This is an optimization exercise on Yosys and OpenROAD, whose aim is small area, a short achievable clock period and few clock cycles per item, not a production implementation.
Function was checked by simulation only, so behaviour that the tests miss may differ from the original.
In runs 2 to 6 the design's own scripts or RTL, not TritonCTS, make the clock network.
The clock port is modelled as an ideal driver, which makes a skipped or thinned clock tree look cheaper than it is; a real chip needs a root buffer or a tree.

==> flow/design.v (outline; a module is shown in full before it is edited, if it fits) <==
// module sqrt_fa: 4 lines
// module sqrt_ha: 4 lines
// module sqrt_bp: 3 lines
// module sqrt_gc: 3 lines
// module sqrt_bc: 4 lines
// module sqrt_g2_1: 3 lines
// module sqrt_g2_2: 3 lines
// module sqrt_g2_4: 3 lines
// module sqrt_g2_7: 3 lines
// module sqrt_g2_e: 3 lines
// module sqrt_s1: 506 lines
// module sqrt_s2: 208 lines
// module sqrt_mpt: 54 lines
// module sqrt_s3: 1420 lines
// module sqrt_s4: 528 lines
// module SquareRoot: 89 lines
module SquareRoot(
    input clk,
    input rst,
    input in_valid,
    input [31:0] floating_point_in,
    output out_valid,
    output [31:0] result
);
  // ...
==> flow/flow/run.sh <==
#!/bin/bash
# The standard layout, except that the port buffers use buf_1 instead of the
# clkdlybuf4s50_1 that buffer_ports picks by default (smaller and faster).
set -euo pipefail
export BUFFER_PORTS_ARGS="-buffer_cell sky130_fd_sc_hd__buf_1"
bash standard.sh synth > synth.log 2>&1
bash standard.sh > layout.log 2>&1
==> flow/standard.sh <==
#!/bin/bash
# synth_recipe.tcl (not shown) runs the flow's synth.tcl, then flattens the netlist and writes it again
# the make line also repeats each setting of config.mk as NAME=value (left out here)
make -C /OpenROAD-flow-scripts/flow DESIGN_CONFIG=/design/flow/config.mk WORK_HOME=/design/flow/orfs CLKGATE_MAP_FILE= SYNTH_SCRIPT=/design/flow/synth_recipe.tcl "${@:-finish}"
==> flow/config.mk <==
export PLATFORM = sky130hd
export DESIGN_NAME = SquareRoot
export DESIGN_NICKNAME = SquareRoot
export VERILOG_FILES = /design/flow/design.v
export SDC_FILE = /design/flow/constraint.sdc
export NUM_CORES = 4
export LEC_CHECK = 0
export CAP_MARGIN = 20
export CORE_MARGIN = 2
export CORE_UTILIZATION = 40
export SLEW_MARGIN = 20
export SYNTH_HIERARCHICAL = 1
export SYNTH_MINIMUM_KEEP_SIZE = 0
==> flow/constraint.sdc <==
create_clock -name core_clock -period 35.0 [get_ports {clk}]
set_input_delay 7.0000 -clock core_clock [delete_from_list [all_inputs] [get_ports {clk}]]
set_output_delay 7.0000 -clock core_clock [all_outputs]
set_load 0.01 [all_outputs]
==> flow_summary_export.csv, run 1 <==
group,metric,value,unit
run_status,status,"complete, no violations",
timing,finClkSkew,0.0289,ns
cts,hold_buffers,0,
timing,setup_viol,0,
final_layout,largest_class,"multi-input gates",
route,firstDrtPassIters,5,
final_layout,synthToLayoutAreaGrowth,5.00,%
synthesis,synth_area_per_cell,9.89,um2
setup_path,worstReg2RegStart,"x_x_q[17]$_DFF_P_",
cts,cts-resized-gates,0,
setup_path,arrival,0.95,ns
timing,fmaxAchievable,0.126,GHz
synthesis,ys_warn_count,7,
cts,clock_path_buffers,2,
cts,clk_latency,0.48,ns
cts,post_cts_buffers,0,
synthesis,synth_top_cell_by_area,"fa_1",
synthesis,synthSimpleGateAreaFrac,0.179,
min_path,min_to,"eo_c_q[5]$_DFF_P_",
setup_path,critical_path_class,"reg -> out",
grt,grt_use_met2,0.366,
die,core_area,0.0717,mm2
final_layout,fillers,6927,
die,rows,98,
timing,final_hold_viol_count,0,
route,drt_wl_total,77600,um
setup_path,critical_path_required,28.00,ns
synthesis,synth_top_family_by_area,"adder cells",
route,avgViaCountPerCell,5.52,
cts,root_buffer,"clkbuf_16",
grt,grt_use_total,0.215,
synthesis,ys_top_cells_by_area,"fa_1 42%, dfxtp_1 13%, nand2_1 7.5%, a21o_1 4.9%, ha_1 4.6%",
cts,cts_sinks,184,
timing,post-route-min-period,7.95,ns
final_layout,nMultiInputCombCells,2461,
final_layout,seq_share,0.121,
final_layout,nClkBuffers,18,
setup_path,cp_num_buf_inv,1,
final_layout,final_common_cell,"fa_1",
Testbench counts, summed over its fixed seeds: cycles 16,040, items 16,000.
==> run 2, diff against run 1 <==
==> flow/flow/run.sh (replaced) <==
#!/bin/bash
# The standard layout, except:
#  - port buffers use buf_1 instead of the clkdlybuf4s50_1 that buffer_ports picks by default;
#  - the clock tree has two levels: the clock port drives four clkbuf_16, which drive sixteen
#    leaf clkbuf_16 near the register clusters (flow/mycts.tcl, sourced as ORFS's PRE_CTS_TCL hook,
#    stands in for TritonCTS). The rest of ORFS's CTS step (legalisation, repair) runs as usual.
set -euo pipefail
export BUFFER_PORTS_ARGS="-buffer_cell sky130_fd_sc_hd__buf_1"
export PRE_CTS_TCL="$(pwd)/flow/mycts.tcl"
bash standard.sh synth > synth.log 2>&1
bash standard.sh > layout.log 2>&1
==> flow/flow/mycts.tcl (new file) <==
# PRE_CTS hook: replaces TritonCTS with a two-level clock tree. The clock port drives four
# clkbuf_16; each drives the leaf clkbuf_16 of nearby register clusters (k-means on the placed
# register positions), so no single buffer has to span the die.
proc mycts_kmeans {xs ys k} {
  set n [llength $xs]
  set order [lsort -real -indices $xs]
  set cx {}; set cy {}
  for {set j 0} {$j < $k} {incr j} {
    set i [lindex $order [expr {int(($j + 0.5) * $n / $k)}]]
    lappend cx [lindex $xs $i]; lappend cy [lindex $ys $i]
  }
  set asg [lrepeat $n 0]
  for {set iter 0} {$iter < 100} {incr iter} {
    for {set i 0} {$i < $n} {incr i} {
      set best 0; set bd 1e30
      for {set j 0} {$j < $k} {incr j} {
        set d [expr {abs([lindex $xs $i] - [lindex $cx $j]) + abs([lindex $ys $i] - [lindex $cy $j])}]
        if {$d < $bd} { set bd $d; set best $j }
      }
      lset asg $i $best
    }
    for {set j 0} {$j < $k} {incr j} {
      set sx 0; set sy 0; set c 0
      for {set i 0} {$i < $n} {incr i} {
        if {[lindex $asg $i] == $j} { set sx [expr {$sx + [lindex $xs $i]}]; set sy [expr {$sy + [lindex $ys $i]}]; incr c }
      }
      if {$c > 0} { lset cx $j [expr {$sx / $c}]; lset cy $j [expr {$sy / $c}] }
    }
  }
  return [list $asg $cx $cy]
}

proc mycts_buffer {block master name innet x y} {
  set inst [odb::dbInst_create $block $master $name]
  set net [odb::dbNet_create $block "net_$name"]
  $net setSigType CLOCK
  [$inst findITerm A] connect $innet
  [$inst findITerm X] connect $net
  $inst setLocation [expr {int($x)}] [expr {int($y)}]
  $inst setPlacementStatus PLACED
  return $net
}

proc clock_tree_synthesis {args} {
  set n1 4
  set n2 16
  set block [ord::get_db_block]
  set clk [$block findNet clk]
  $clk setSigType CLOCK
  set master [[ord::get_db] findMaster sky130_fd_sc_hd__clkbuf_16]
  set sinks {}
  foreach it [$clk getITerms] {
    if {[$it isInputSignal]} { lappend sinks $it }
  }
  set xs {}; set ys {}
  foreach it $sinks {
    set bb [[$it getInst] getBBox]
    lappend xs [expr {([$bb xMin] + [$bb xMax]) / 2.0}]
    lappend ys [expr {([$bb yMin] + [$bb yMax]) / 2.0}]
  }
  lassign [mycts_kmeans $xs $ys $n2] asg2 cx2 cy2
  lassign [mycts_kmeans $cx2 $cy2 $n1] asg1 cx1 cy1
  puts "mycts: [llength $sinks] clock sinks, $n1 + $n2 buffers"
  for {set a 0} {$a < $n1} {incr a} {
    set net1 [mycts_buffer $block $master "clkbuf_my1_$a" $clk [lindex $cx1 $a] [lindex $cy1 $a]]
    for {set b 0} {$b < $n2} {incr b} {
      if {[lindex $asg1 $b] != $a} continue
      set net2 [mycts_buffer $block $master "clkbuf_my2_$b" $net1 [lindex $cx2 $b] [lindex $cy2 $b]]
      set c 0
      for {set i 0} {$i < [llength $sinks]} {incr i} {
        if {[lindex $asg2 $i] == $b} {
          set it [lindex $sinks $i]
          $it disconnect
          $it connect $net2
          incr c
        }
      }
      puts "mycts: leaf $b under $a drives $c sinks"
    }
  }
}
==> flow_summary_export.csv, run 2 <==
group,metric,value,unit
timing,timing.final.crit_share,0.223,
run_status,status,"complete, no violations",
setup_path,arrival,0.81,ns
timing,post-route-min-period,7.81,ns
final_layout,fillers,6931,
final_layout,largest_reg_flops,32,
timing,tightest_slew,1.21,ns
synthesis,ys.flop_type,"dfxtp_1",
synthesis,synth_common_cells,"606 x fa_1, 584 x nand2_1, 189 x a21o_1",
die,die_height,274,um
route,routedWlPerCell,20.2,um
placement,dp_slack,27.54,ns
final_layout,drive_gt1_frac,0.0464,
setup_path,r2r_end,"ar_a_q[14]$_DFF_P_",
setup_path,endpoint_kind,"primary output",
final_layout,fin_nets,3638,
min_path,hold_path_class,"reg -> reg",
synthesis,syn_area,0.0291,mm2
timing,setup_ws,27.19,ns
final_layout,diodes,0,
cts,hold_buffers,0,
timing,final_max_slew_viol_count,0,
synthesis,ys_types,96,
synthesis,ys_top_cells_by_area,"fa_1 42%, dfxtp_1 13%, nand2_1 7.5%, a21o_1 4.9%, ha_1 4.6%",
synthesis,seq_area_frac_synth,0.127,
final_layout,ff_latch_area,0.00369,mm2
route,drt_wl_total,77500,um
setup_path,worstReg2RegStart,"x_x_q[17]$_DFF_P_",
timing,relSlewSlack,0.192,
grt,grt_pass1_vias,23400,
route,avgViaCountPerCell,5.49,
timing,setup_viol,0,
timing,rsz0062_at_grt,"no",
grt,grt_use_total,0.210,
die,core_area,0.0717,mm2
setup_path,crit_path_start,"res_o_q[28]$_DFF_P_",
synthesis,ys_warn_count,7,
run,cap_viol_max_count,0,
synthesis,synth_top_area_share,0.417,
final_layout,synthToLayoutAreaGrowth,4.50,%
setup_path,crit_path_max_incr_delay,0.33,ns
final_layout,final_core_util,0.424,
cts,post_cts_buffers,0,
setup_path,critical_path.top_delay_family,"flip-flops",
cts,clkTransAtPathRegs,0.07,ns
route,vias,21100,
grt,grt_max_degree,71,
synthesis,syn_inst,2940,
grt,grt_first_pass_wirelength,127000,um
setup_path,crit_end,"result[28]",
die,start_util,0.405,
setup_path,crit_slowest_cell,"dfxtp_1",
final_layout,mostFrequentLayoutCells,"606 x fa_1, 584 x nand2_1, 189 x a21o_1",
timing,fmaxAchievable,0.128,GHz
timing,setup_tns,0,ns
timing,finClkSkew,0.0524,ns
setup_path,path_cells,"buf_1",
final_layout,multi_input_area,0.0240,mm2
die,io_pins,68,
synthesis,synthSimpleGateAreaFrac,0.179,
grt,antenna_found_initial,1,
route,drt.antenna.violating_nets,0,
synthesis,synth-compound-area-share,0.109,
synthesis,ys_async_sr_fraction,0,
synthesis,yosysMostFrequentCell,"fa_1",
route,drc,0,
final_layout,final_common_cell,"fa_1",
setup_path,r2r_cells,23,
cts,cts-resized-gates,0,
synthesis,synthXorXnorAreaFrac,0.0541,
setup_path,worstSetupPathDepth,1,
die,dieArea,0.0749,mm2
timing,final_hold_viol_count,0,
die,dieWidth,274,um
placement,place_congestion,0.901,
placement,portBuffers,66,
synthesis,synthMuxAreaShare,0.0205,
synthesis,synth_top_family_by_area,"adder cells",
setup_path,critical_path_class,"reg -> out",
synthesis,synth-edff-count,0,
synthesis,synth_area_per_cell,9.89,um2
route,drt_iter0_markers,1634,
route,firstDrtPassIters,6,
setup_path,critPathLaunchType,"flop",
synthesis,synthAdderAreaFrac,0.464,
setup_path,cp_max_fo,1,
die,rows,98,
synthesis,synth_nets,3689,
final_layout,top_register,"x_x_q",
setup_path,cp_num_buf_inv,1,
synthesis,synth-seq-cells,184,
setup_path,r2r_slack,27.65,ns
setup_path,critical_path_required,28.00,ns
placement,dpl.hpwl,56700,um
synthesis,synth_top_cell_by_area,"fa_1",
cts,clk_latency,0.33,ns
grt,grt-ovfl-total,0,
final_layout,reg_top3,"x_x_q x32, res_o_q x31, mp_b_q x26",
==> run 2: cell counts after synthesis <==
No cell type changed its count.
==> run 2: routing by layer <==
| metal | GRT usage | wire (um) | vias up |
|---|---|---|---|
| li1 | - | - | 9360 |
| met1 | 0.275 | 31500 | 10700 |
| met2 | 0.364 | 38100 | 856 |
| met3 | 0.0337 | 5810 | 142 |
| met4 | 0.0518 | 2050 | 2 |
| met5 | 0 | 11 | - |
==> run 2: worst reg2reg max path: stages, from the launching register on <==
cell and delay (ns):
dfxtp_1 0.71, inv_1 0.23, ha_1 0.50, inv_1 0.13, ha_1 0.31, mux4_2 0.52, nor2_2 0.12, or2_1 0.46
nand2_1 0.15, fa_1 0.52, fa_1 0.44, fa_1 0.57, fa_1 0.42, or2_2 0.30, and2_1 0.17, and2_1 0.15
a21o_1 0.20, a21o_1 0.20, a21o_1 0.22, a21o_1 0.25, a21o_1 0.22, a21o_1 0.18, a21o_1 0.16, xor2_1 0.14
==> run 2: worst min-delay path by stage <==
stage                      start           endpoint  cells after the start
3_5_place_dp      e0_a_q$_DFF_P_     e0_b_q$_DFF_P_                      0
3_3_place_gp   eo_b_q[7]$_DFF_P_  eo_c_q[7]$_DFF_P_                      0
5_1_grt        eo_a_q[1]$_DFF_P_  eo_b_q[1]$_DFF_P_                      0
4_1_cts           e0_a_q$_DFF_P_     e0_b_q$_DFF_P_                      0
2_1_floorplan     e0_a_q$_DFF_P_     e0_b_q$_DFF_P_                      0
6_report       eo_a_q[5]$_DFF_P_  eo_b_q[5]$_DFF_P_                      0
==> run 2: per-stage QoR <==
step                      std cells  instance area (um2)  hold slack [ns]
after floorplan                2940                29100            0.310
after detailed placement       3817                29900            0.312
after global placement         3817                29900            0.311
after CTS                      3837                30400            0.312
final                          3837                30400            0.300
after global routing           3837                30400            0.313
==> run 2: modules after synthesis, one instance, submodules excluded, a selection <==
module      cells  flops+latches  cell area (um2)
sqrt_g2_7       1              0             3.75
sqrt_g2_4       1              0             13.8
sqrt_g2_2       1              0             13.8
sqrt_s4       120              0              916
sqrt_s2       117              0              906
sqrt_fa         1              0             20.0
SquareRoot    291            184             4430
sqrt_s1       384              0             2410
sqrt_s3       653              0             2890
sqrt_mpt      394              0             2560
sqrt_bc         2              0             13.8
sqrt_gc         1              0             7.51
sqrt_g2_e       1              0             6.26
==> run 2: logic make-up (layout without fill, tap and decap cells) <==
logic type | count (synthesis) | after routing
AO/OA/AOI/OAI | 443 | 443
XOR/XNOR | 175 | 175
AND/OR/NAND/NOR | 1079 | 1079
multiplexers | 49 | 49
other | 1 | 1
flip-flops | 184 | 184
adder cells (fa/ha/maj) | 714 | 714
buffers and inverters | 295 | 242
==> run 2: layout make-up <==
cell class	count	area share
flip-flops and latches	184	0.121
multi-input cells	2461	0.790
well taps	950	0.0391
repair buffers	107	0.0183
inverters	115	0.0142
plain buffers	20	0.0165
==> run 3, diff against run 2 <==
--- a/flow/flow/run.sh
+++ b/flow/flow/run.sh
@@ -1,6 +1,7 @@
 #!/bin/bash
 # The standard layout, except:
-#  - port buffers use buf_1 instead of the clkdlybuf4s50_1 that buffer_ports picks by default;
+#  - port buffers use buf_1 instead of the clkdlybuf4s50_1 that buffer_ports picks by default,
+#    and the output port buffers are then swapped to buf_2 (in flow/mycts.tcl);
 #  - the clock tree has two levels: the clock port drives four clkbuf_16, which drive sixteen
 #    leaf clkbuf_16 near the register clusters (flow/mycts.tcl, sourced as ORFS's PRE_CTS_TCL hook,
 #    stands in for TritonCTS). The rest of ORFS's CTS step (legalisation, repair) runs as usual.
--- a/flow/flow/mycts.tcl
+++ b/flow/flow/mycts.tcl
@@ -42,6 +42,13 @@
 }
 
 proc clock_tree_synthesis {args} {
+  # output port buffers: buf_2 instead of buf_1 (0.01 pF port load)
+  set b2 [[ord::get_db] findMaster sky130_fd_sc_hd__buf_2]
+  foreach inst [[ord::get_db_block] getInsts] {
+    if {[string match "output*" [$inst getName]] && [[$inst getMaster] getName] eq "sky130_fd_sc_hd__buf_1"} {
+      $inst swapMaster $b2
+    }
+  }
   set n1 4
   set n2 16
   set block [ord::get_db_block]
--- a/flow/config.mk
+++ b/flow/config.mk
@@ -8,6 +8,7 @@
 export CAP_MARGIN = 20
 export CORE_MARGIN = 2
 export CORE_UTILIZATION = 40
+export PLACE_DENSITY = 0.75
 export SLEW_MARGIN = 20
 export SYNTH_HIERARCHICAL = 1
 export SYNTH_MINIMUM_KEEP_SIZE = 0
==> flow_summary_export.csv, run 3 <==
group,metric,value,unit
cts,cts-resized-gates,0,
die,rows,98,
final_layout,top_register,"x_x_q",
setup_path,endpoint_kind,"primary output",
synthesis,ys_async_sr_fraction,0,
synthesis,synth_area_per_cell,9.89,um2
run_status,status,"complete, no violations",
synthesis,synth-seq-cells,184,
setup_path,crit_path_start,"res_o_q[25]$_DFF_P_",
timing,final_hold_viol_count,0,
synthesis,syn_inst,2940,
cts,clkTransAtPathRegs,0.11,ns
placement,place_congestion,0.939,
timing,final_max_slew_viol_count,0,
die,dieArea,0.0749,mm2
cts,post_cts_buffers,0,
timing,setup_viol,0,
synthesis,synth_common_cells,"606 x fa_1, 584 x nand2_1, 189 x a21o_1",
setup_path,critical_path_required,28.00,ns
grt,grt_first_pass_wirelength,117000,um
route,routedWlPerCell,18.6,um
timing,post-route-min-period,7.78,ns
synthesis,ys_types,96,
route,route.met3.wl,6480,um
grt,grt_max_degree,86,
setup_path,critical_path.top_delay_family,"flip-flops",
route,firstDrtPassIters,5,
final_layout,drive_gt1_frac,0.0558,
route,avgViaCountPerCell,5.56,
setup_path,crit_path_max_incr_delay,0.33,ns
synthesis,synth_nets,3689,
synthesis,syn_area,0.0291,mm2
timing,rsz0062_at_grt,"no",
route,top_layer_used,"met5",
synthesis,ys.flop_type,"dfxtp_1",
route,drt.antenna.violating_nets,0,
route,drt_wl_total,71400,um
setup_path,crit_slowest_cell,"dfxtp_1",
synthesis,seq_area_frac_synth,0.127,
final_layout,largest_reg_flops,32,
final_layout,fillers,6743,
setup_path,path_cells,"buf_2",
timing,fmaxAchievable,0.128,GHz
final_layout,reg_top3,"x_x_q x32, res_o_q x31, mp_b_q x26",
final_layout,final_core_util,0.424,
route,vias,21300,
setup_path,cp_max_fo,1,
final_layout,final_common_cell,"fa_1",
route,routed-wl-met2,34300,um
timing,finClkSkew,0.0514,ns
die,core_area,0.0717,mm2
synthesis,yosysMostFrequentCell,"fa_1",
setup_path,arrival,0.78,ns
grt,grt-ovfl-total,0,
grt,antenna_found_initial,1,
min_path,hold_path_class,"reg -> reg",
setup_path,critPathLaunchType,"flop",
placement,dp_cells,3814,
synthesis,ys_warn_count,7,
route,drt_iter0_markers,1970,
route,drc,0,
synthesis,synth_top_area_share,0.417,
timing,setup_tns,0,ns
setup_path,critical_path_class,"reg -> out",
timing,relSlewSlack,0.247,
final_layout,fin_nets,3635,
synthesis,synth-edff-count,0,
setup_path,r2r_slack,27.46,ns
timing,tightest_slew,1.13,ns
setup_path,cp_num_buf_inv,1,
grt,grt_use_total,0.191,
grt,grt_pass1_vias,22500,
timing,timing.final.crit_share,0.222,
die,start_util,0.405,
die,dieWidth,274,um
synthesis,ys_top_cells_by_area,"fa_1 42%, dfxtp_1 13%, nand2_1 7.5%, a21o_1 4.9%, ha_1 4.6%",
cts,hold_buffers,0,
placement,dpl.hpwl,52200,um
route,wl_met1,28200,um
setup_path,worstReg2RegStart,"x_x_q[18]$_DFF_P_",
final_layout,instances_no_fill,3834,
die,die_height,274,um
final_layout,synthToLayoutAreaGrowth,4.55,%
die,io_pins,68,
placement,portBuffers,66,
min_path,holdCritStartpoint,"eo_a_q[1]$_DFF_P_",
cts,clk_latency,0.33,ns
synthesis,synth_top_cell_by_area,"fa_1",
run,cap_viol_max_count,0,
final_layout,mostFrequentLayoutCells,"606 x fa_1, 584 x nand2_1, 189 x a21o_1",
final_layout,diodes,0,
[run 3: cell counts after synthesis]
No cell type changed its count.
[run 3: final timing paths]
kind / cells after the start / end
min: 0 / eo_b_q[1]$_DFF_P_
max: 1 / result[25]
min reg2reg: 0 / eo_b_q[1]$_DFF_P_
max reg2reg: 23 / ar_a_q[14]$_DFF_P_
[run 3: cell type report]
cell class              count  area (um2)  share of cell area
well taps                 950        1190              0.0391
multi-input cells        2461       24000               0.790
plain buffers              20         500              0.0165
flip-flops and latches    184        3690               0.121
inverters                 115         432              0.0142
repair buffers            104         573              0.0189
[run 3: cell families (layout without fill, tap and decap cells)]
kind of cell    count (synthesis)  in the layout  synth area share
mux                            49             49            0.0205
fa+ha+maj                     714            714             0.464
xor+xnor                      175            175            0.0541
buf+inv                       295            239            0.0473
other cells                     1              1          0.000129
simple gates                 1079           1079             0.179
flops                         184            184             0.127
compound gates                443            443             0.109
[run 3: metal layers]
layer  vias up  global-route usage
li1       9364                   -
met1     10600               0.250
met2      1139               0.322
met3       209              0.0339
met4         2              0.0578
met5         -                   0
[run 3: modules after synthesis (local to each module, per instance), excerpt]
module      cells  flip-flops and latches  copies in the design  area [um2]
SquareRoot    291                     184                     1        4430
sqrt_s1       384                       0                     1        2410
sqrt_s2       117                       0                     1         906
sqrt_g2_2       1                       0                    13        13.8
sqrt_bc         2                       0                    92        13.8
sqrt_ha         1                       0                    27        12.5
sqrt_gc         1                       0                    93        7.51
sqrt_g2_e       1                       0                    31        6.26
sqrt_g2_1       1                       0                    18        3.75
[run 3: stage by stage]
stage / hold WS, ns / cell area, um2 / setup WS (ns)
final: 0.283 / 30400 / 27.22
after global routing: 0.294 / 30400 / 26.96
after CTS: 0.312 / 30400 / 27.49
after detailed placement: 0.312 / 29900 / 27.48
after global placement: 0.310 / 29900 / 27.55
after floorplan: 0.310 / 29100 / 27.67
==> run 4, diff against run 3 <==
--- a/flow/config.mk
+++ b/flow/config.mk
@@ -8,7 +8,6 @@
 export CAP_MARGIN = 20
 export CORE_MARGIN = 2
 export CORE_UTILIZATION = 40
-export PLACE_DENSITY = 0.75
 export SLEW_MARGIN = 20
 export SYNTH_HIERARCHICAL = 1
 export SYNTH_MINIMUM_KEEP_SIZE = 0
==> flow_summary_export.csv, run 4 <==
group,metric,value,unit
setup_path,critical_path.top_delay_family,"flip-flops",
setup_path,r2r_slack,27.65,ns
route,routedWlPerCell,20.2,um
synthesis,yosysMostFrequentCell,"fa_1",
cts,hold_buffers,0,
setup_path,critPathLaunchType,"flop",
setup_path,cp_num_buf_inv,1,
grt,grt_pass1_vias,23400,
synthesis,synth-seq-cells,184,
final_layout,drive_gt1_frac,0.0575,
die,io_pins,68,
cts,clk_latency,0.33,ns
placement,portBuffers,66,
route,drc,0,
placement,dpl.hpwl,56700,um
min_path,min_to,"eo_b_q[5]$_DFF_P_",
grt,grt_max_degree,71,
synthesis,synth_nets,3689,
synthesis,synth_top_cell_by_area,"fa_1",
route,firstDrtPassIters,6,
final_layout,fin_nets,3638,
setup_path,r2r_cells,23,
setup_path,arrival,0.78,ns
route,drt_wl_total,77400,um
timing,relSlewSlack,0.189,
synthesis,ys_types,96,
grt,antenna_found_initial,1,
setup_path,r2r_end,"ar_a_q[14]$_DFF_P_",
setup_path,worstReg2RegStart,"x_x_q[17]$_DFF_P_",
timing,setup_tns,0,ns
route,drt.antenna.violating_nets,0,
final_layout,mostFrequentLayoutCells,"606 x fa_1, 584 x nand2_1, 189 x a21o_1",
min_path,min_path_cells,0,
synthesis,synth_area_per_cell,9.89,um2
synthesis,seq_area_frac_synth,0.127,
route,drt_iter0_markers,1640,
die,rows,98,
setup_path,critical_path_required,28.00,ns
final_layout,top_register,"x_x_q",
setup_path,crit_path_max_incr_delay,0.32,ns
die,dieWidth,274,um
final_layout,multi_input_area,0.0240,mm2
synthesis,synth_common_cells,"606 x fa_1, 584 x nand2_1, 189 x a21o_1",
setup_path,worstSetupPathDepth,1,
final_layout,final_common_cell,"fa_1",
timing,timing.final.crit_share,0.222,
min_path,holdCritStartpoint,"eo_a_q[5]$_DFF_P_",
synthesis,ys_top_cells_by_area,"fa_1 42%, dfxtp_1 13%, nand2_1 7.5%, a21o_1 4.9%, ha_1 4.6%",
timing,fmaxAchievable,0.129,GHz
placement,place_congestion,0.901,
synthesis,syn_inst,2940,
setup_path,path_cells,"buf_2",
grt,grt_first_pass_wirelength,127000,um
route,avgViaCountPerCell,5.52,
final_layout,fillers,6929,
setup_path,crit_slowest_cell,"dfxtp_1",
synthesis,synth-edff-count,0,
setup_path,cp_max_fo,1,
final_layout,reg_top3,"x_x_q x32, res_o_q x31, mp_b_q x26",
cts,cts-resized-gates,0,
run_status,status,"complete, no violations",
cts,clkTransAtPathRegs,0.07,ns
timing,tightest_slew,1.21,ns
grt,grt_use_total,0.210,
final_layout,largest_reg_flops,32,
cts,post_cts_buffers,0,
setup_path,endpoint_kind,"primary output",
die,core_area,0.0717,mm2
final_layout,synthToLayoutAreaGrowth,4.64,%
synthesis,ys_warn_count,7,
timing,finClkSkew,0.0522,ns
run,cap_viol_max_count,0,
final_layout,ff_latch_area,0.00369,mm2
timing,setup_viol,0,
route,vias,21200,
grt,grt-ovfl-total,0,
die,start_util,0.405,
min_path,hold_path_class,"reg -> reg",
timing,post-route-min-period,7.78,ns
final_layout,diodes,0,
synthesis,ys_async_sr_fraction,0,
timing,final_max_slew_viol_count,0,
die,die_height,274,um
setup_path,critical_path_class,"reg -> out",
timing,rsz0062_at_grt,"no",
timing,final_hold_viol_count,0,
synthesis,synth_top_area_share,0.417,
synthesis,syn_area,0.0291,mm2
timing,whs,0.300,ns
synthesis,ys.flop_type,"dfxtp_1",
die,dieArea,0.0749,mm2
==> run 4: cell types whose count changed in the layout (fill, tap and decap cells not counted) <==
cell and delta:
buf_4 +3, dfxtp_1 -2, dfxtp_2 +2
==> run 4: metrics by stage <==
step	cell area, um2	setup WS (ns)	cells	utilization
global route	30400	27.18	3837	0.424
finish	30400	27.22	3837	0.424
detailed placement	29900	27.54	3817	0.417
global placement	29900	27.56	3817	0.417
CTS	30400	27.57	3837	0.424
floorplan	29100	27.67	2940	-
==> run 4: modules after synthesis, one instance, submodules excluded, a selection <==
module	flip-flops and latches	times used	area, um2
sqrt_gc	0	93	7.51
sqrt_fa	0	606	20.0
sqrt_s1	0	1	2410
sqrt_mpt	0	1	2560
SquareRoot	184	1	4430
sqrt_s4	0	1	916
sqrt_s2	0	1	906
sqrt_g2_7	0	3	3.75
sqrt_ha	0	27	12.5
sqrt_g2_4	0	6	13.8
==> run 4: routing by layer <==
| metal | track usage | share of wire |
|---|---|---|
| met5 | 0 | 0.00014 |
| met4 | 0.0518 | 0.026 |
| met3 | 0.0337 | 0.076 |
| met2 | 0.364 | 0.49 |
| met1 | 0.275 | 0.40 |
==> run 4: kinds of logic (layout without fill, tap and decap cells) <==
logic type / Yosys count / after routing / share of synthesized area
buffers and inverters: 295 / 242 / 0.0473
XOR/XNOR: 175 / 175 / 0.0541
flip-flops: 184 / 184 / 0.127
multiplexers: 49 / 49 / 0.0205
AO/OA/AOI/OAI: 443 / 443 / 0.109
AND/OR/NAND/NOR: 1079 / 1079 / 0.179
other: 1 / 1 / 0.000129
adder cells (fa/ha/maj): 714 / 714 / 0.464
==> run 4: how the worst max path moves through the flow <==
stage,startpoint,to
2_1_floorplan,v[4]$_SDFF_PP0_,out_valid
3_3_place_gp,res_o_q[16]$_SDFF_PP0_,result[16]
3_5_place_dp,res_o_q[26]$_DFF_P_,result[26]
5_1_grt,ar_a_q[17]$_DFF_P_,d_b_q[14]$_DFF_P_
6_report,res_o_q[28]$_DFF_P_,result[28]
4_1_cts,res_o_q[12]$_SDFF_PP0_,result[12]
==> run 4: layout make-up <==
cell class	instances	area share
well taps	950	0.0391
multi-input cells	2461	0.789
inverters	115	0.0142
flip-flops and latches	184	0.121
plain buffers	20	0.0165
repair buffers	107	0.0196
==> run 5, diff against run 4 <==
--- a/flow/config.mk
+++ b/flow/config.mk
@@ -7,7 +7,7 @@
 export LEC_CHECK = 0
 export CAP_MARGIN = 20
 export CORE_MARGIN = 2
-export CORE_UTILIZATION = 40
+export CORE_UTILIZATION = 60
 export SLEW_MARGIN = 20
 export SYNTH_HIERARCHICAL = 1
 export SYNTH_MINIMUM_KEEP_SIZE = 0
==> flow_summary_export.csv, run 5 <==
group,metric,value,unit
run_status,status,"complete, no violations",
die,core_area,0.0477,mm2
setup_path,critical_path_required,28.00,ns
final_layout,mostFrequentLayoutCells,"606 x fa_1, 584 x nand2_1, 189 x a21o_1",
timing,tightest_slew,1.20,ns
final_layout,synthToLayoutAreaGrowth,3.15,%
route,routedWlPerCell,22.0,um
die,die_height,224,um
placement,dp_slack,27.47,ns
placement,dpl-instance-area,0.0294,mm2
die,start_util,0.609,
grt,grt_pass1_vias,23300,
setup_path,critical_path_class,"reg -> out",
setup_path,critPathLaunchType,"flop",
setup_path,cp_max_fo,1,
setup_path,critical_path.top_delay_family,"flip-flops",
grt,grt_first_pass_wirelength,125000,um
synthesis,synth-edff-count,0,
synthesis,synth-seq-cells,184,
grt,grt_use_total,0.316,
cts,post_cts_buffers,0,
grt,grt-ovfl-total,0,
run,cap_viol_max_count,0,
synthesis,synth_nets,3689,
synthesis,ys_types,96,
setup_path,endpoint_kind,"primary output",
die,dieArea,0.0502,mm2
synthesis,yosysMostFrequentCell,"fa_1",
synthesis,seq_area_frac_synth,0.127,
cts,hold_buffers,0,
final_layout,drive_gt1_frac,0.0568,
final_layout,reg_top3,"x_x_q x32, res_o_q x31, mp_b_q x26",
grt,grt_max_degree,115,
route,firstDrtPassIters,6,
grt,antenna_found_initial,0,
synthesis,syn_area,0.0291,mm2
cts,clk_latency,0.31,ns
timing,timing.final.crit_share,0.221,
route,drt_iter0_markers,1945,
route,drt.antenna.violating_nets,0,
die,io_pins,68,
placement,place_congestion,0.931,
timing,relSlewSlack,0.201,
setup_path,path_cells,"buf_2",
placement,dpl.hpwl,55900,um
synthesis,ys_top_cells_by_area,"fa_1 42%, dfxtp_1 13%, nand2_1 7.5%, a21o_1 4.9%, ha_1 4.6%",
min_path,hold_path_class,"reg -> reg",
synthesis,synth_common_cells,"606 x fa_1, 584 x nand2_1, 189 x a21o_1",
route,avgViaCountPerCell,6.09,
timing,finClkSkew,0.0311,ns
route,vias,21300,
timing,rsz0062_at_grt,"no",
setup_path,cp_num_buf_inv,1,
timing,setup_ws,27.26,ns
timing,fmaxAchievable,0.129,GHz
synthesis,syn_inst,2940,
setup_path,crit_slowest_cell,"dfxtp_1",
timing,final_hold_viol_count,0,
setup_path,arrival,0.74,ns
final_layout,fin_nets,3636,
synthesis,ys_warn_count,7,
final_layout,final_common_cell,"fa_1",
synthesis,synth_top_area_share,0.417,
synthesis,ys.flop_type,"dfxtp_1",
die,dieWidth,224,um
timing,setup_viol,0,
synthesis,synth_top_cell_by_area,"fa_1",
placement,portBuffers,66,
final_layout,largest_reg_flops,32,
cts,cts-resized-gates,0,
timing,setup_tns,0,ns
die,rows,80,
cts,clkTransAtPathRegs,0.06,ns
synthesis,ys_async_sr_fraction,0,
final_layout,top_register,"x_x_q",
route,drc,0,
synthesis,synth_area_per_cell,9.89,um2
timing,post-route-min-period,7.74,ns
route,drt_wl_total,77100,um
final_layout,final_cell_area,0.0300,mm2
timing,final_max_slew_viol_count,0,
setup_path,crit_path_max_incr_delay,0.32,ns
run 5: cell count changes in the layout (fill, tap and decap cells not counted):
cell     previous run  this run
buf_4              41        39
diode_2             0         1
run 5: per-module statistics from Yosys, one instance, submodules excluded, excerpt:
module,times used,flops+latches,cells
sqrt_fa,606,0,1
sqrt_mpt,1,0,394
sqrt_bc,92,0,2
sqrt_g2_e,31,0,1
sqrt_s4,1,0,120
sqrt_g2_2,13,0,1
sqrt_s1,1,0,384
run 5: per-stage QoR:
stage                     hold slack, ns  std cells   util
after floorplan                    0.310       2940      -
after global placement             0.312       3480  0.617
after detailed placement           0.312       3480  0.617
after CTS                          0.312       3500  0.628
after global routing               0.311       3500  0.628
final                              0.309       3501  0.628
run 5: cells by family after synthesis:
logic type               synth area share
adder cells (fa/ha/maj)             0.464
flip-flops                          0.127
XOR/XNOR                           0.0541
AND/OR/NAND/NOR                     0.179
AO/OA/AOI/OAI                       0.109
multiplexers                       0.0205
other                            0.000129
buffers and inverters              0.0473
run 5: cell type report:
type                    count  area (um2)
diodes                      1        2.50
plain buffers              20         500
fillers                  4024       17800
inverters                 115         432
multi-input cells        2461       24000
flip-flops and latches    184        3690
well taps                 615         769
repair buffers            105         581
run 5: path summary, 6_finish.rpt:
path              cells after the start                start  slack [ns]                 end
setup reg to reg                     23    x_x_q[18]$_DFF_P_       27.39  ar_a_q[14]$_DFF_P_
hold / removal                        0    eo_a_q[7]$_DFF_P_        0.31   eo_b_q[7]$_DFF_P_
hold reg to reg                       0    eo_a_q[7]$_DFF_P_        0.31   eo_b_q[7]$_DFF_P_
setup / recovery                      1  res_o_q[23]$_DFF_P_       27.26          result[23]
run 5: layer usage:
layer / up-vias / part of all wire / routed length [um] / global-route usage
met5: - / 0 / 0 / 0
met2: 961 / 0.49 / 37800 / 0.542
met1: 10800 / 0.39 / 30400 / 0.406
met4: 0 / 0.037 / 2830 / 0.108
met3: 195 / 0.078 / 6040 / 0.0547
li1: 9357 / - / - / -
==> run 6, diff against run 5 <==
--- a/flow/flow/run.sh
+++ b/flow/flow/run.sh
@@ -2,7 +2,7 @@
 # The standard layout, except:
 #  - port buffers use buf_1 instead of the clkdlybuf4s50_1 that buffer_ports picks by default,
 #    and the output port buffers are then swapped to buf_2 (in flow/mycts.tcl);
-#  - the clock tree has two levels: the clock port drives four clkbuf_16, which drive sixteen
+#  - the clock tree has two levels: the clock port drives four clkbuf_16, which drive twelve
 #    leaf clkbuf_16 near the register clusters (flow/mycts.tcl, sourced as ORFS's PRE_CTS_TCL hook,
 #    stands in for TritonCTS). The rest of ORFS's CTS step (legalisation, repair) runs as usual.
 set -euo pipefail
--- a/flow/flow/mycts.tcl
+++ b/flow/flow/mycts.tcl
@@ -50,7 +50,7 @@
     }
   }
   set n1 4
-  set n2 16
+  set n2 12
   set block [ord::get_db_block]
   set clk [$block findNet clk]
   $clk setSigType CLOCK
--- a/flow/config.mk
+++ b/flow/config.mk
@@ -7,7 +7,7 @@
 export LEC_CHECK = 0
 export CAP_MARGIN = 20
 export CORE_MARGIN = 2
-export CORE_UTILIZATION = 60
+export CORE_UTILIZATION = 40
 export SLEW_MARGIN = 20
 export SYNTH_HIERARCHICAL = 1
 export SYNTH_MINIMUM_KEEP_SIZE = 0
==> flow_summary_export.csv, run 6 <==
group,metric,value,unit
run_status,status,"complete, no violations",
final_layout,fillers,6936,
synthesis,synth_top_area_share,0.417,
timing,post-route-min-period,7.81,ns
grt,grt_use_total,0.210,
timing,rsz0062_at_grt,"no",
route,firstDrtPassIters,6,
setup_path,critPathLaunchType,"flop",
grt,antenna_found_initial,1,
synthesis,ys_types,96,
setup_path,cp_max_fo,1,
die,die_height,274,um
route,drt.antenna.violating_nets,0,
synthesis,yosysMostFrequentCell,"fa_1",
timing,fmaxAchievable,0.128,GHz
die,rows,98,
final_layout,final_common_cell,"fa_1",
route,avgViaCountPerCell,5.51,
final_layout,largest_reg_flops,32,
synthesis,synth_area_per_cell,9.89,um2
die,io_pins,68,
synthesis,synth_nets,3689,
timing,relSlewSlack,0.199,
final_layout,drive_gt1_frac,0.0562,
synthesis,ys_top_cells_by_area,"fa_1 42%, dfxtp_1 13%, nand2_1 7.5%, a21o_1 4.9%, ha_1 4.6%",
timing,final_hold_viol_count,0,
setup_path,critical_path_class,"reg -> out",
min_path,hold_path_class,"reg -> reg",
final_layout,diodes,0,
cts,post_cts_buffers,0,
synthesis,syn_inst,2940,
final_layout,reg_top3,"x_x_q x32, res_o_q x31, mp_b_q x26",
setup_path,arrival,0.81,ns
synthesis,syn_area,0.0291,mm2
final_layout,top_register,"x_x_q",
timing,tightest_slew,1.20,ns
placement,place_congestion,0.901,
setup_path,path_cells,"buf_2",
final_layout,synthToLayoutAreaGrowth,4.30,%
synthesis,synth-seq-cells,184,
setup_path,critical_path_required,28.00,ns
run,cap_viol_max_count,0,
synthesis,ys.flop_type,"dfxtp_1",
grt,gr-usage-met1,0.276,
route,drc,0,
route,routedWlPerCell,20.1,um
timing,timing.final.crit_share,0.223,
placement,dp_cells,3817,
route,drt_iter0_markers,1531,
synthesis,synth-edff-count,0,
placement,dpl.hpwl,56700,um
timing,setup_viol,0,
route,vias,21100,
setup_path,endpoint_kind,"primary output",
synthesis,synth_top_cell_by_area,"fa_1",
grt,grt_max_degree,71,
setup_path,crit_path_max_incr_delay,0.34,ns
timing,final_max_slew_viol_count,0,
grt,grt_first_pass_wirelength,126000,um
cts,hold_buffers,0,
synthesis,synth_common_cells,"606 x fa_1, 584 x nand2_1, 189 x a21o_1",
placement,dp_slack,27.54,ns
placement,portBuffers,66,
setup_path,critical_path.top_delay_family,"flip-flops",
final_layout,fin_nets,3634,
die,core_area,0.0717,mm2
synthesis,seq_area_frac_synth,0.127,
synthesis,ys_async_sr_fraction,0,
grt,grt_use_met2,0.364,
die,dieWidth,274,um
cts,clk_latency,0.34,ns
route,drt_wl_total,77200,um
setup_path,cp_num_buf_inv,1,
cts,clkTransAtPathRegs,0.12,ns
die,start_util,0.405,
final_layout,mostFrequentLayoutCells,"606 x fa_1, 584 x nand2_1, 189 x a21o_1",
grt,grt-ovfl-total,0,
die,dieArea,0.0749,mm2
timing,setup_ws,27.19,ns
grt,busiest_layer,"met2",
grt,grt.met3_usage,0.0342,
final_layout,instances_no_fill,3833,
timing,finClkSkew,0.0881,ns
cts,cts-resized-gates,0,
timing,whs,0.276,ns
timing,setup_tns,0,ns
grt,grt_pass1_vias,23300,
synthesis,ys_warn_count,7,
setup_path,crit_slowest_cell,"dfxtp_1",
run 6: layout make-up:
cell class              count  area [um2]  area share
inverters                 115         432      0.0142
flip-flops and latches    184        3690       0.122
well taps                 950        1190      0.0392
repair buffers            107         596      0.0196
multi-input cells        2461       24000       0.792
plain buffers              16         400      0.0132
run 6: cell families after synthesis:
| kind of cell | count (synthesis) | synth area share |
|---|---|---|
| buffers and inverters | 295 | 0.0473 |
| adder cells (fa/ha/maj) | 714 | 0.464 |
| AND/OR/NAND/NOR | 1079 | 0.179 |
| multiplexers | 49 | 0.0205 |
| AO/OA/AOI/OAI | 443 | 0.109 |
| flip-flops | 184 | 0.127 |
| XOR/XNOR | 175 | 0.0541 |
| other | 1 | 0.000129 |
run 6: layer usage:
layer	vias to the layer above	routed length, um	part of all wire
li1	9355	-	-
met1	10700	31200	0.40
met2	910	38100	0.49
met3	147	5920	0.077
met4	2	1900	0.025
met5	-	11	0.00014
run 6: Yosys stat by module, one instance, submodules excluded, a selection:
module	cells	flip-flops and latches	area, um2
sqrt_mpt	394	0	2560
sqrt_bc	2	0	13.8
sqrt_s2	117	0	906
sqrt_ha	1	0	12.5
sqrt_g2_2	1	0	13.8
sqrt_g2_e	1	0	6.26
sqrt_gc	1	0	7.51
SquareRoot	291	184	4430
sqrt_g2_7	1	0	3.75
sqrt_g2_1	1	0	3.75
sqrt_s4	120	0	916
sqrt_fa	1	0	20.0
run 6: stage by stage:
stage	instance area, um2	util
4_1_cts	30300	0.423
3_3_place_gp	29900	0.417
5_1_grt	30300	0.423
3_5_place_dp	29900	0.417
6_report	30300	0.423
2_1_floorplan	29100	-
run 6: worst paths after layout:
check | from | endpoint | slack [ns] | depth (start not counted)
worst max-delay path | res_o_q[28]$_DFF_P_ | result[28] | 27.19 | 1
worst min-delay path | eo_a_q[5]$_DFF_P_ | eo_b_q[5]$_DFF_P_ | 0.28 | 0
worst max register to register | x_x_q[17]$_DFF_P_ | ar_a_q[14]$_DFF_P_ | 27.61 | 23
worst min register to register | eo_a_q[5]$_DFF_P_ | eo_b_q[5]$_DFF_P_ | 0.28 | 0

afterwards: timing with drivers on the ports:
Ports are ideal in the flow. The routed layouts listed here were re-timed in OpenROAD. Step 1 sets driving cells, clkbuf_16 on the clock port and buf_2 on the other inputs (assumed; they add their load-dependent delay and slew). Step 2, shift: input delay + t, output delay - t, t = (earliest + latest rising clock arrival at the registers) / 2. This alone moves slack from input paths to output paths. Slacks: ideal / step 1 / step 2; pairs: ideal / step 1.
| run | t, ns | setup slack, ns | worst setup path after step 2 |
|---|---|---|---|
| run 1 | 0.524 | 27.049 / 26.994 / 27.519 | register to output |
| run 2 | 0.418 | 27.192 / 27.071 / 27.489 | register to output |
| run 3 | 0.419 | 27.217 / 27.099 / 27.459 | register to register |
| run 4 | 0.418 | 27.225 / 27.104 / 27.523 | register to output |
| run 5 | 0.411 | 27.258 / 27.138 / 27.389 | register to register |
| run 6 | 0.412 | 27.189 / 27.071 / 27.484 | register to output |
After both steps setup and hold are still met in every run listed.
